Source: an optimization exercise on an open RTL-to-GDS flow (aim: small area and a short achievable clock period). Production flows keep margins and buffers that such runs may drop. Only simulation tests tie the RTL to the original design; equivalence was not proved. Power is estimated from default activity; no workload was simulated.

Setup of job 4507:
==> flow/design.v (excerpt) <==
module ixu_sc_pipe (
    input  wire         core_clock_i,
    input  wire         core_flush_i,
    input  wire  [17:0] data_i,
    input  wire         valid_i,
    output wire  [ 5:0] rs1_o,
    output wire  [ 5:0] rs2_o,
    input  wire  [31:0] rs1_data_i,
    input  wire  [31:0] rs2_data_i,
    output wire  [ 4:0] rob_o,
    input  wire  [ 6:0] opcode_i,
    input  wire  [ 6:0] ins_type,
    input  wire         imm_i,
    input  wire  [31:0] immediate_i,
    input  wire  [ 5:0] dest_i,
    input  wire  [ 1:0] hint_i,
    input  wire  [29:0] pc_i,
    input  wire  [ 1:0] bm_pred_i,
    input  wire  [ 1:0] btype_i,
    input  wire         btb_vld_i,
    input  wire  [29:0] btb_target_i,
    input  wire         btb_way_i,
    input  wire         btb_idx_i,
    output logic [ 5:0] wakeup_dest,
    output logic        wakeup_valid,
    output logic [ 5:0] ixu_sc_ex_dest,
    output logic [31:0] ixu_sc_ex_data,
    output logic        ixu_sc_ex_valid,
    output logic [ 5:0] ixu_sc_wb_dest,
    output logic [31:0] ixu_sc_wb_data,
    output logic        ixu_sc_wb_valid,
    output wire  [ 5:0] pmu_excp_rob_o,
    output wire  [ 4:0] pmu_excp_code_o,
    output wire         pmu_excp_valid_o,
    output wire  [29:0] pmu_btb_vpc_o,
  ...
Size: about 3300 cells after synthesis, ~240 flip-flops, about 400 I/O pins, about 21000 sq um of cells after synthesis.
clock: 8.5 ns
lec_check: 0
abc_area: 1
cap_margin: 20
core_margin: 2
core_utilization: 40
setup_slack_margin: 4.0
slew_margin: 20
run.sh (not shown) runs the stock make flow with config.mk's settings and CLKGATE_MAP_FILE= SYNTH_SCRIPT=/design/flow/synth_recipe.tcl, a recipe that flattens the netlist after the stock synthesis.
diff inputs: job 4507 => job 7739
-- flow/config.mk --
<<< job 4507, line 11
export CORE_UTILIZATION = 40
export SETUP_SLACK_MARGIN = 4.0
export SLEW_MARGIN = 20
>>> job 7739, line 11
export CORE_UTILIZATION = 40
export SETUP_SLACK_MARGIN = 3.0
export SLEW_MARGIN = 20
Results
Compare job 4507 and job 7739 | part of the total power dissipated in combinational logic lower: job 7739. Relative to job 4507, clock power share has increased by 4.5 points in job 7739. In the reports for job 4507 and job 7739, the larger met1 global-route usage belongs to job 4507. Against job 4507, job 7739 reports a routing usage on met2 that is lower. Changes observed in job 7739 relative to job 4507: maximum frequency decreased 21 MHz; via-per-instance ratio decreased 2.7%.
Changes in job 918 relative to job 7739:
-- flow/config.mk --
<<< job 7739, line 11
export CORE_UTILIZATION = 40
export SETUP_SLACK_MARGIN = 3.0
export SLEW_MARGIN = 20
>>> job 918, line 11
export CORE_UTILIZATION = 40
export SETUP_SLACK_MARGIN = 3.5
export SLEW_MARGIN = 20
==> run summary <==
Proportion of layout cells with a drive suffix above 1: job 7739 and job 918 compared, lower one is job 7739. Looking at launching element of the worst setup path, the rs1_data_i[24] result is from job 7739; the opcode_i[3] one comes from job 918. On setup slack of the critical path after layout, job 918 does better than job 7739. Sort job 7739 and job 918 by register-to-register slack, descending, and job 7739 comes first. Looking at the reports, job 918 completed the entire flow and the layout it produced met the timing, DRC and antenna checks.
What job 5830 does differently from job 918 at the input level:
-- flow/config.mk --
<<< job 918, line 11
export CORE_UTILIZATION = 40
export SETUP_SLACK_MARGIN = 3.5
>>> job 5830, line 11
export CORE_UTILIZATION = 40
export PLACE_DENSITY = 0.75
export SETUP_SLACK_MARGIN = 3.5
==> comparison <==
Comparing job 5830 and job 918, the lower global-route usage is on job 5830.
Between job 5830 and job 918, the number of multi-input logic gates figures differ only marginally.
Looking at worst-path cell with the longest stage delay, the sky130_fd_sc_hd__nor2_1 result is from job 918; the sky130_fd_sc_hd__clkdlybuf4s50_1 one comes from job 5830.
Fmax is higher on job 5830
Row largest fanout of any net on the critical path: job 5830 lower / job 918 higher
The pin count of the biggest net entering global routing in job 5830 is 1.19 times that in job 918.
Inputs modified between job 5830 and job 3582:
==> flow/flow/run.sh (new file) <==
#!/bin/bash
# The standard layout (standard.sh, all steps), with every input and output
# port buffered by a plain buf_2 instead of the delay-cell buffer that
# buffer_ports picks by default. Each tool's output goes to ORFS's own logs
# under orfs/logs/; the make output goes to standard.log here.
set -euo pipefail
echo "export BUFFER_PORTS_ARGS = -buffer_cell sky130_fd_sc_hd__buf_2" >> config.mk
bash standard.sh > standard.log 2>&1
==> flow/standard.sh (new file) <==
#!/bin/bash
# synth_recipe.tcl (not shown) runs the flow's synth.tcl, then flattens the netlist and writes it again
# the make line also repeats each setting of config.mk as NAME=value (left out here)
make -C /OpenROAD-flow-scripts/flow DESIGN_CONFIG=/design/flow/config.mk WORK_HOME=/design/flow/orfs CLKGATE_MAP_FILE= SYNTH_SCRIPT=/design/flow/synth_recipe.tcl "${@:-finish}"
-- flow/config.mk --
<<< job 5830, line 14
export SLEW_MARGIN = 20
>>> job 3582, line 14
export SLEW_MARGIN = 20
export BUFFER_PORTS_ARGS = -buffer_cell sky130_fd_sc_hd__buf_2
removed: flow/run.sh
Findings:
Job 3582 finished every step from synthesis to the final layout, and the layout passed the timing, DRC and antenna checks. Diff job 5830..job 3582 | simple-gate area share of the yosys netlist | unchanged. When job 3582 is set beside job 5830, its relative max-transition margin turns out to be 6.7 points larger. Diff job 5830..job 3582 | adder-cell share of the synthesized area | negligible. Comparing core utilization for job 3582 and job 5830, the smaller number came from job 3582. Job 3582 vs job 5830, buffers plus inverters on the worst setup path went up by 1. For the global-route total usage across every layer, job 3582 came in 1.0 points lower than job 5830 did. Job 5830 has higher fmax than job 3582.

ixu_sc_pipe, a different RTL version from the one above (not shown whole).
For scale: roughly 3200 cells after synthesis, roughly 20000 µm² of cells after synthesis.
==> flow/config.mk <==
export PLATFORM = sky130hd
export DESIGN_NAME = ixu_sc_pipe
export DESIGN_NICKNAME = ixu_sc_pipe
export VERILOG_FILES = /design/flow/design.v
export SDC_FILE = /design/flow/constraint.sdc
export NUM_CORES = 4
export LEC_CHECK = 0
export ABC_AREA = 1
export CAP_MARGIN = 20
export CORE_MARGIN = 2
export CORE_UTILIZATION = 40
export PLACE_DENSITY = 0.75
export SETUP_SLACK_MARGIN = 3.5
export SLEW_MARGIN = 20
export BUFFER_PORTS_ARGS = -buffer_cell sky130_fd_sc_hd__buf_2
==> flow/constraint.sdc <==
create_clock -name core_clock -period 8.5 [get_ports {core_clock_i}]
set_input_delay 1.7000 -clock core_clock [delete_from_list [all_inputs] [get_ports {core_clock_i}]]
set_output_delay 1.7000 -clock core_clock [all_outputs]
set_load 0.01 [all_outputs]
standard.sh (not shown) runs the stock make flow with config.mk's settings and CLKGATE_MAP_FILE= SYNTH_SCRIPT=/design/flow/synth_recipe.tcl, a recipe that flattens the netlist after the stock synthesis.
==> flow/flow/run.sh <==
#!/bin/bash
# The standard layout (standard.sh, all steps), with every input and output
# port buffered by a plain buf_2 instead of the delay-cell buffer that
# buffer_ports picks by default. Each tool's output goes to ORFS's own logs
# under orfs/logs/; the make output goes to standard.log here.
set -euo pipefail
echo "export BUFFER_PORTS_ARGS = -buffer_cell sky130_fd_sc_hd__buf_2" >> config.mk
bash standard.sh > standard.log 2>&1
The first run produced a clean layout.
Rerun with:
==> flow/run.sh (new file) <==
#!/bin/bash
# synth_recipe.tcl (not shown) runs the flow's synth.tcl, then flattens the netlist and writes it again
# the make line also repeats each setting of config.mk as NAME=value (left out here)
make -C /OpenROAD-flow-scripts/flow DESIGN_CONFIG=/design/flow/config.mk WORK_HOME=/design/flow/orfs CLKGATE_MAP_FILE= SYNTH_SCRIPT=/design/flow/synth_recipe.tcl finish
--- a/flow/config.mk
+++ b/flow/config.mk
@@ -10,6 +10,4 @@
 export CORE_MARGIN = 2
 export CORE_UTILIZATION = 40
-export PLACE_DENSITY = 0.75
 export SETUP_SLACK_MARGIN = 3.5
 export SLEW_MARGIN = 20
-export BUFFER_PORTS_ARGS = -buffer_cell sky130_fd_sc_hd__buf_2
removed: flow/flow/run.sh
removed: flow/standard.sh
- first-iteration DRC count is lower by a little under a tenth
- cell count came out higher by a few percent
- routed wire length rises by roughly a tenth
- final area rose by roughly a tenth
- via count grows by a few percent
- utilization goes up by 6.6 points
- sequential power stays flat
- fmax fell slightly
- non-clock buffer count climbs by 115
- global-route usage grows by 4.5 points
- clock skew fell by 0.010 ns

re-timing with driven ports:
Ports are ideal in the flow. The routed layouts listed here were re-timed in OpenROAD. Step 1 sets driving cells, clkbuf_16 on the clock port and buf_2 on the other inputs (assumed; they add their load-dependent delay and slew). Step 2, shift: input delay + t, output delay - t, t = (earliest + latest rising clock arrival at the registers) / 2. This alone moves slack from input paths to output paths. Slacks: no drivers / after step 1 / after step 2; pairs: no drivers / after step 1.
run | shift t [ns] | setup slack, ns | worst setup path after step 2
job 4507 | 0.601 | 3.590 / 3.387 / 2.786 | input to register
job 7739 | 0.615 | 3.017 / 3.030 / 2.415 | input to register
job 918 | 0.603 | 3.461 / 3.339 / 2.736 | input to register
job 5830 | 0.605 | 3.574 / 3.507 / 2.902 | input to register
job 3582 | 0.581 | 3.433 / 3.302 / 2.721 | input to register
the first run of note 2 | 0.603 | 3.439 / 3.387 / 2.784 | input to register
the second run of note 2 | 0.586 | 3.373 / 3.224 / 2.638 | input to register
After both steps setup and hold are still met in every run listed. The setup slack of job 4507, which loses most, moves by -0.203 ns with the drivers and by -0.804 ns with both steps.
